This is an optimization exercise on Yosys and OpenROAD, whose aim is small area, a short achievable clock period and few clock cycles per item, not a production implementation. At most, simulation tests tie the RTL to the original design; equivalence was not proved.

// V_CORDIC_Unit
module V_CORDIC_Unit (
    input signed [31:0]      i_data_1, 
    input signed [31:0]      i_data_2,
    input                    en,
    input                    rst,
    input                    clk,
    output signed [31:0]     o_data_1,
    output signed [31:0]     o_data_2,
    output signed [31:0]     angle,
    output                   done_flag
);
Size in the first run: roughly 1900 cells after synthesis, about 180 flip-flops, ~160 I/O pins.
==> module V_CORDIC, before the edit <==
module V_CORDIC (
    input signed [31:0]      i_data_1,
    input signed [31:0]      i_data_2,
    input                    en,
    input                    rst,
    input                    clk,
    input         [31:0]     LUT,
    output        [31:0]     o_data_1,
    output        [31:0]     o_data_2,
    output        [31:0]     angle,
    output reg               done_flag,
    output        [4:0]      sel
);
    localparam [31:0] ANG0 = 32'h9C20A7BB;    
    reg        busy;
    reg [4:0]  cnt;           
    reg [32:0] x, y;
    reg [31:0] a;
    reg [32:0] hx, hy;
    reg        iter, mul, usehi, swp, last, minv;
    reg [3:0]  shx_a, shy_a;
    wire [4:0] cnt_n = busy ? cnt + 5'd1 : 5'd0;
    wire       iter_n = (cnt_n < 5'd15);
    reg  [3:0] sh_n;
    reg        minv_n;
    always @(*) begin
        minv_n = 1'b0;
        case (cnt_n)
        5'd15: begin sh_n = 4'd1; minv_n = 1'b1; end
        5'd16: begin sh_n = 4'd3; end
        5'd17: begin sh_n = 4'd4; minv_n = 1'b1; end
        5'd18: begin sh_n = 4'd2; end
        5'd19: begin sh_n = 4'd2; minv_n = 1'b1; end
        5'd20: begin sh_n = 4'd3; end
        5'd21: begin sh_n = 4'd3; end
        5'd22: begin sh_n = 4'd3; minv_n = 1'b1; end
        5'd23: begin sh_n = 4'd2; end
        default: sh_n = cnt_n[3:0];
        endcase
    end
    wire neg = y[31];
    wire xs = usehi ? x[32] : x[31];
    wire ys = usehi ? y[32] : y[31];
    wire invx = (iter & neg)  | minv;
    wire invy = (iter & ~neg) | minv;
    wire cix  = iter & neg;
    wire ciy  = iter & ~neg;
    wire [32:0] ax = mul ? hx : {x[31], x[31:0]};
    wire [32:0] ay = mul ? hy : {y[31], y[31:0]};
    wire signed [32:0] srcx = {ys, y[31:0]} ^ {33{invx}};
    wire signed [32:0] srcy = {xs, x[31:0]} ^ {33{invy}};
    wire signed [32:0] shx  = srcx >>> shx_a;
    wire signed [32:0] shy  = srcy >>> (~shy_a);
    wire [32:0] sumx, sumy;
    cordic_add33 addx (.a(ax), .b(shx), .ci(cix), .s(sumx));
    cordic_add33 addy (.a(ay), .b(shy), .ci(ciy), .s(sumy));
    wire [31:0] suma = a + (LUT & {32{neg}});
    wire [32:0] x_n = !busy ? {i_data_1[31], i_data_1} : (swp ? sumy : sumx);
    wire [32:0] y_n = !busy ? {i_data_2[31], i_data_2} : (swp ? sumx : sumy);
    always @(posedge clk or posedge rst) begin
        if (rst) begin
            busy      <= 1'b0;
            cnt       <= 5'd0;
            done_flag <= 1'b0;
        end else begin
            done_flag <= busy & last;
            busy      <= busy ? ~last : en;
            cnt       <= cnt_n;
        end
    end
    always @(posedge clk) begin
        iter  <= iter_n;
        mul   <= (cnt_n >= 5'd15);
        usehi <= (cnt_n >= 5'd16);
        swp   <= (cnt_n >= 5'd14);
        last  <= (cnt_n == 5'd23);
        minv  <= minv_n;
        shx_a <= sh_n;
        shy_a <= ~sh_n;
        x     <= x_n;
        y     <= y_n;
        a     <= busy ? suma : ANG0;
        if (!mul) begin
            hx <= {sumx[31], sumx[31:0]};
            hy <= {sumy[31], sumy[31:0]};
        end
    end
    assign sel      = cnt;
    assign o_data_1 = y[32:1];
    assign o_data_2 = x[32:1];
    assign angle    = a;
endmodule
export LEC_CHECK = 0
export CAP_MARGIN = 20
export CORE_MARGIN = 2
export CORE_UTILIZATION = 65
export PLACE_DENSITY = 0.8
export SETUP_SLACK_MARGIN = 5
export SLEW_MARGIN = 20
create_clock -name core_clock -period 10.0 [get_ports {clk}]
standard.sh (not shown) runs the stock make flow with config.mk's settings and CLKGATE_MAP_FILE= SYNTH_SCRIPT=/design/flow/synth_recipe.tcl, a recipe that flattens the netlist after the stock synthesis.
==> flow/flow/run.sh <==
#!/bin/bash
# Standard ORFS layout; port buffers use buf_1 instead of the default choice.
set -o pipefail
bash standard.sh 'BUFFER_PORTS_ARGS=-buffer_cell sky130_fd_sc_hd__buf_1' finish > standard.log 2>&1
==> next run, changes <==
--- a/flow/design.v
+++ b/flow/design.v
@@ -63,25 +63,25 @@
         default: sh_n = cnt_n[3:0];
         endcase
     end
     wire neg = y[31];
     wire xs = usehi ? x[32] : x[31];
     wire ys = usehi ? y[32] : y[31];
+    wire signed [32:0] srcx = {ys, y[31:0]};
+    wire signed [32:0] srcy = {xs, x[31:0]};
+    wire signed [32:0] shx  = srcx >>> shx_a;
+    wire signed [32:0] shy  = srcy >>> (~shy_a);
     wire invx = (iter & neg)  | minv;
     wire invy = (iter & ~neg) | minv;
     wire cix  = iter & neg;
     wire ciy  = iter & ~neg;
     wire [32:0] ax = mul ? hx : {x[31], x[31:0]};
     wire [32:0] ay = mul ? hy : {y[31], y[31:0]};
-    wire signed [32:0] srcx = {ys, y[31:0]} ^ {33{invx}};
-    wire signed [32:0] srcy = {xs, x[31:0]} ^ {33{invy}};
-    wire signed [32:0] shx  = srcx >>> shx_a;
-    wire signed [32:0] shy  = srcy >>> (~shy_a);
     wire [32:0] sumx, sumy;
-    cordic_add33 addx (.a(ax), .b(shx), .ci(cix), .s(sumx));
-    cordic_add33 addy (.a(ay), .b(shy), .ci(ciy), .s(sumy));
+    cordic_add33 addx (.a(ax), .b(shx ^ {33{invx}}), .ci(cix), .s(sumx));
+    cordic_add33 addy (.a(ay), .b(shy ^ {33{invy}}), .ci(ciy), .s(sumy));
     wire [31:0] suma = a + (LUT & {32{neg}});
     wire [32:0] x_n = !busy ? {i_data_1[31], i_data_1} : (swp ? sumy : sumx);
     wire [32:0] y_n = !busy ? {i_data_2[31], i_data_2} : (swp ? sumx : sumy);
     always @(posedge clk or posedge rst) begin
         if (rst) begin
             busy      <= 1'b0;
Setup slack improves by 0.15 ns.
Register-to-register slack improves by 0.15 ns.
Maximum frequency rose by 3.2%.
Global-route usage fell by 1.1 points.
Area after synthesis fell by about 0.9%.
Flip-flop and latch count does not change.
Testbench counts after the change, summed over its fixed seeds: cycles 12,808, items 512.
Only the layout flow was run in the first run of this note; the RTL was not checked for function there.

* * *

Another version of the RTL of V_CORDIC_Unit (not shown whole).
For scale: about 190 flip-flops, ~160 I/O pins, about 16000 sq um of cells after synthesis.
==> module V_CORDIC, before the edit <==
module V_CORDIC (
    input signed [31:0]      i_data_1,
    input signed [31:0]      i_data_2,
    input                    en,
    input                    rst,
    input                    clk,
    input         [31:0]     LUT,
    output        [31:0]     o_data_1,
    output        [31:0]     o_data_2,
    output        [31:0]     angle,
    output reg               done_flag,
    output        [4:0]      sel
);
    localparam [31:0] ANG0 = 32'h9C20A7BB;    
    reg        busy;
    reg [4:0]  cnt;           
    reg [32:0] x, y;
    reg [31:1] a;             
    reg [31:0] hx, hy;
    reg        iter, mul, usehi, last, minv;
    reg [3:0]  shx_lo, shx_hr, shy_lo_n, shy_hr_n;    
    reg [1:0]  shx_hm, shy_hm_n;                      
    wire [4:0] cnt_n  = busy ? cnt + 5'd1 : 5'd0;
    wire       iter_n = (cnt_n < 5'd15);
    reg  [3:0] sh_n;
    reg        minv_n;
    always @(*) begin
        minv_n = 1'b0;
        case (cnt_n)
        5'd15: begin sh_n = 4'd1; minv_n = 1'b1; end
        5'd16: begin sh_n = 4'd3; end
        5'd17: begin sh_n = 4'd4; minv_n = 1'b1; end
        5'd18: begin sh_n = 4'd2; end
        5'd19: begin sh_n = 4'd2; minv_n = 1'b1; end
        5'd20: begin sh_n = 4'd3; end
        5'd21: begin sh_n = 4'd3; end
        5'd22: begin sh_n = 4'd3; minv_n = 1'b1; end
        5'd23: begin sh_n = 4'd2; end
        default: sh_n = cnt_n[3:0];
        endcase
    end
    wire [3:0] lo_n = 4'b0001 << sh_n[1:0];
    wire [3:0] hi_n = 4'b0001 << sh_n[3:2];
    wire [3:0] hr_n = iter_n ? hi_n : 4'b0000;
    wire [1:0] hm_n = iter_n ? 2'b00 : hi_n[1:0];
    wire neg = y[31];
    wire xs = usehi ? x[32] : x[31];
    wire ys = usehi ? y[32] : y[31];
    wire [32:0] shx, shy;
    cordic_sra33 srx (.r({y[31], y[31:0]}), .m({xs, x[31:0]}),
                      .s_lo(shx_lo), .s_hr(shx_hr), .s_hm(shx_hm), .q(shx));
    cordic_sra33 sry (.r({x[31], x[31:0]}), .m({ys, y[31:0]}),
                      .s_lo(~shy_lo_n), .s_hr(~shy_hr_n), .s_hm(~shy_hm_n), .q(shy));
    wire invx = (iter & neg)  | minv;
    wire invy = (iter & ~neg) | minv;
    wire cix  = iter & neg;
    wire ciy  = iter & ~neg;
    wire [32:0] ax = mul ? {hx[31], hx} : {x[31], x[31:0]};
    wire [32:0] ay = mul ? {hy[31], hy} : {y[31], y[31:0]};
    wire [32:0] sumx, sumy;
    cordic_add33 addx (.a(ax), .b(shx ^ {33{invx}}), .ci(cix), .s(sumx));
    cordic_add33 addy (.a(ay), .b(shy ^ {33{invy}}), .ci(ciy), .s(sumy));
    wire [31:1] suma = a + (LUT[31:1] & {31{neg}});
    always @(posedge clk or posedge rst) begin
        if (rst) begin
            busy      <= 1'b0;
            cnt       <= 5'd0;
            done_flag <= 1'b0;
        end else begin
            done_flag <= busy & last;
            busy      <= busy ? ~last : en;
            cnt       <= cnt_n;
        end
    end
    always @(posedge clk) begin
        iter     <= iter_n;
        mul      <= ~iter_n;
        usehi    <= (cnt_n >= 5'd16);
        last     <= (cnt_n == 5'd23);
        minv     <= minv_n;
        shx_lo   <= lo_n;
        shx_hr   <= hr_n;
        shx_hm   <= hm_n;
        shy_lo_n <= ~lo_n;
        shy_hr_n <= ~hr_n;
        shy_hm_n <= ~hm_n;
        x        <= busy ? sumx : {i_data_1[31], i_data_1};
        y        <= busy ? sumy : {i_data_2[31], i_data_2};
        a        <= busy ? suma : ANG0[31:1];
        if (!mul) begin
            hx <= sumx[31:0];
            hy <= sumy[31:0];
        end
    end
    assign sel      = cnt;
    assign o_data_1 = x[32:1];
    assign o_data_2 = y[32:1];
    assign angle    = {a, 1'b1};
endmodule
==> flow/config.mk <==
export PLATFORM = sky130hd
export DESIGN_NAME = V_CORDIC_Unit
export DESIGN_NICKNAME = V_CORDIC_Unit
export VERILOG_FILES = /design/flow/design.v
export SDC_FILE = /design/flow/constraint.sdc
export NUM_CORES = 4
export LEC_CHECK = 0
export CAP_MARGIN = 20
export CORE_MARGIN = 2
export CORE_UTILIZATION = 65
export PLACE_DENSITY = 0.8
export SLEW_MARGIN = 20
==> flow/constraint.sdc <==
create_clock -name core_clock -period 10.0 [get_ports {clk}]
set_input_delay 2.0000 -clock core_clock [delete_from_list [all_inputs] [get_ports {clk}]]
set_output_delay 2.0000 -clock core_clock [all_outputs]
set_load 0.01 [all_outputs]
==> flow/flow/run.sh <==
#!/bin/bash
# Standard ORFS layout with two changes: port buffers are buf_1 cells, and
# repair_timing aims at a setup margin of 5.5 ns.
set -o pipefail
bash standard.sh 'BUFFER_PORTS_ARGS=-buffer_cell sky130_fd_sc_hd__buf_1' SETUP_SLACK_MARGIN=5.5 finish > standard.log 2>&1
Testbench counts at the start, summed over its fixed seeds: cycles 12,808, items 512.
Edit:
--- a/flow/design.v
+++ b/flow/design.v
@@ -75,18 +75,19 @@
     cordic_sra33 srx (.r({y[31], y[31:0]}), .m({xs, x[31:0]}),
                       .s_lo(shx_lo), .s_hr(shx_hr), .s_hm(shx_hm), .q(shx));
     cordic_sra33 sry (.r({x[31], x[31:0]}), .m({ys, y[31:0]}),
                       .s_lo(~shy_lo_n), .s_hr(~shy_hr_n), .s_hm(~shy_hm_n), .q(shy));
-    wire invx = (iter & neg)  | minv;
-    wire invy = (iter & ~neg) | minv;
-    wire cix  = iter & neg;
-    wire ciy  = iter & ~neg;
+    reg  invx_l, invx_hn, invy_l, invy_hn, cix, ciy;
+    wire [32:0] invxv = {{16{~invx_hn}}, {17{invx_l}}};
+    wire [32:0] invyv = {{16{~invy_hn}}, {17{invy_l}}};
     wire [32:0] ax = mul ? {hx[31], hx} : {x[31], x[31:0]};
     wire [32:0] ay = mul ? {hy[31], hy} : {y[31], y[31:0]};
     wire [32:0] sumx, sumy;
-    cordic_add33 addx (.a(ax), .b(shx ^ {33{invx}}), .ci(cix), .s(sumx));
-    cordic_add33 addy (.a(ay), .b(shy ^ {33{invy}}), .ci(ciy), .s(sumy));
-    wire [31:1] suma = a + (LUT[31:1] & {31{neg}});
+    cordic_add33 addx (.a(ax), .b(shx ^ invxv), .ci(cix), .s(sumx));
+    cordic_add33 addy (.a(ay), .b(shy ^ invyv), .ci(ciy), .s(sumy));
+    wire [31:1] adda = a + LUT[31:1];
+    wire [31:1] suma = neg ? adda : a;
+    wire [32:0] y_n = busy ? sumy : {i_data_2[31], i_data_2};
     always @(posedge clk or posedge rst) begin
         if (rst) begin
             busy      <= 1'b0;
             cnt       <= 5'd0;
@@ -109,9 +110,15 @@
         shy_lo_n <= ~lo_n;
         shy_hr_n <= ~hr_n;
         shy_hm_n <= ~hm_n;
         x        <= busy ? sumx : {i_data_1[31], i_data_1};
-        y        <= busy ? sumy : {i_data_2[31], i_data_2};
+        y        <= y_n;
+        invx_l   <= iter_n ? y_n[31]  : minv_n;
+        invx_hn  <= ~(iter_n ? y_n[31]  : minv_n);
+        invy_l   <= iter_n ? ~y_n[31] : minv_n;
+        invy_hn  <= ~(iter_n ? ~y_n[31] : minv_n);
+        cix      <= iter_n & y_n[31];
+        ciy      <= iter_n & ~y_n[31];
         a        <= busy ? suma : ANG0[31:1];
         if (!mul) begin
             hx <= sumx[31:0];
             hy <= sumy[31:0];
Outcome:
- The new run passed the timing, design-rule and antenna checks
- utilization goes up by 0.16 points
- area after synthesis goes up by 1.6%
For the second run of this note, only the layout was checked, not whether the RTL still works.

-- static timing again, ports no longer ideal --
How much do the figures lean on ideal ports? The routed layouts below were timed once more, with nothing changed but the port constraints.
Step 1: set_driving_cell puts a clkbuf_16 on clk and a buf_2 on each other input, an assumption about the parent block.
Step 2 also shifts input and output timing later by t, the mid clock arrival at the registers, as if the neighbouring blocks saw the same clock.
Three values: ideal ports, drivers, drivers and shift; two values: the first two.
run | t (ns) | setup slack, ns | hold slack, ns | slew at the worst register clock pin (ns)
the first run of note 1 | 0.492 | 5.064 / 5.064 / 5.064 | 0.450 / 0.450 / 0.450 | 0.08 / 0.08
the second run of note 1 | 0.484 | 5.216 / 5.216 / 5.216 | 0.467 / 0.467 / 0.467 | 0.08 / 0.08
the first run of note 2 | 0.498 | 5.679 / 5.679 / 5.679 | 0.447 / 0.447 / 0.447 | 0.09 / 0.09
the second run of note 2 | 0.506 | 5.686 / 5.686 / 5.686 | 0.485 / 0.485 / 0.485 | 0.09 / 0.09
After both steps every run listed still meets setup and hold.
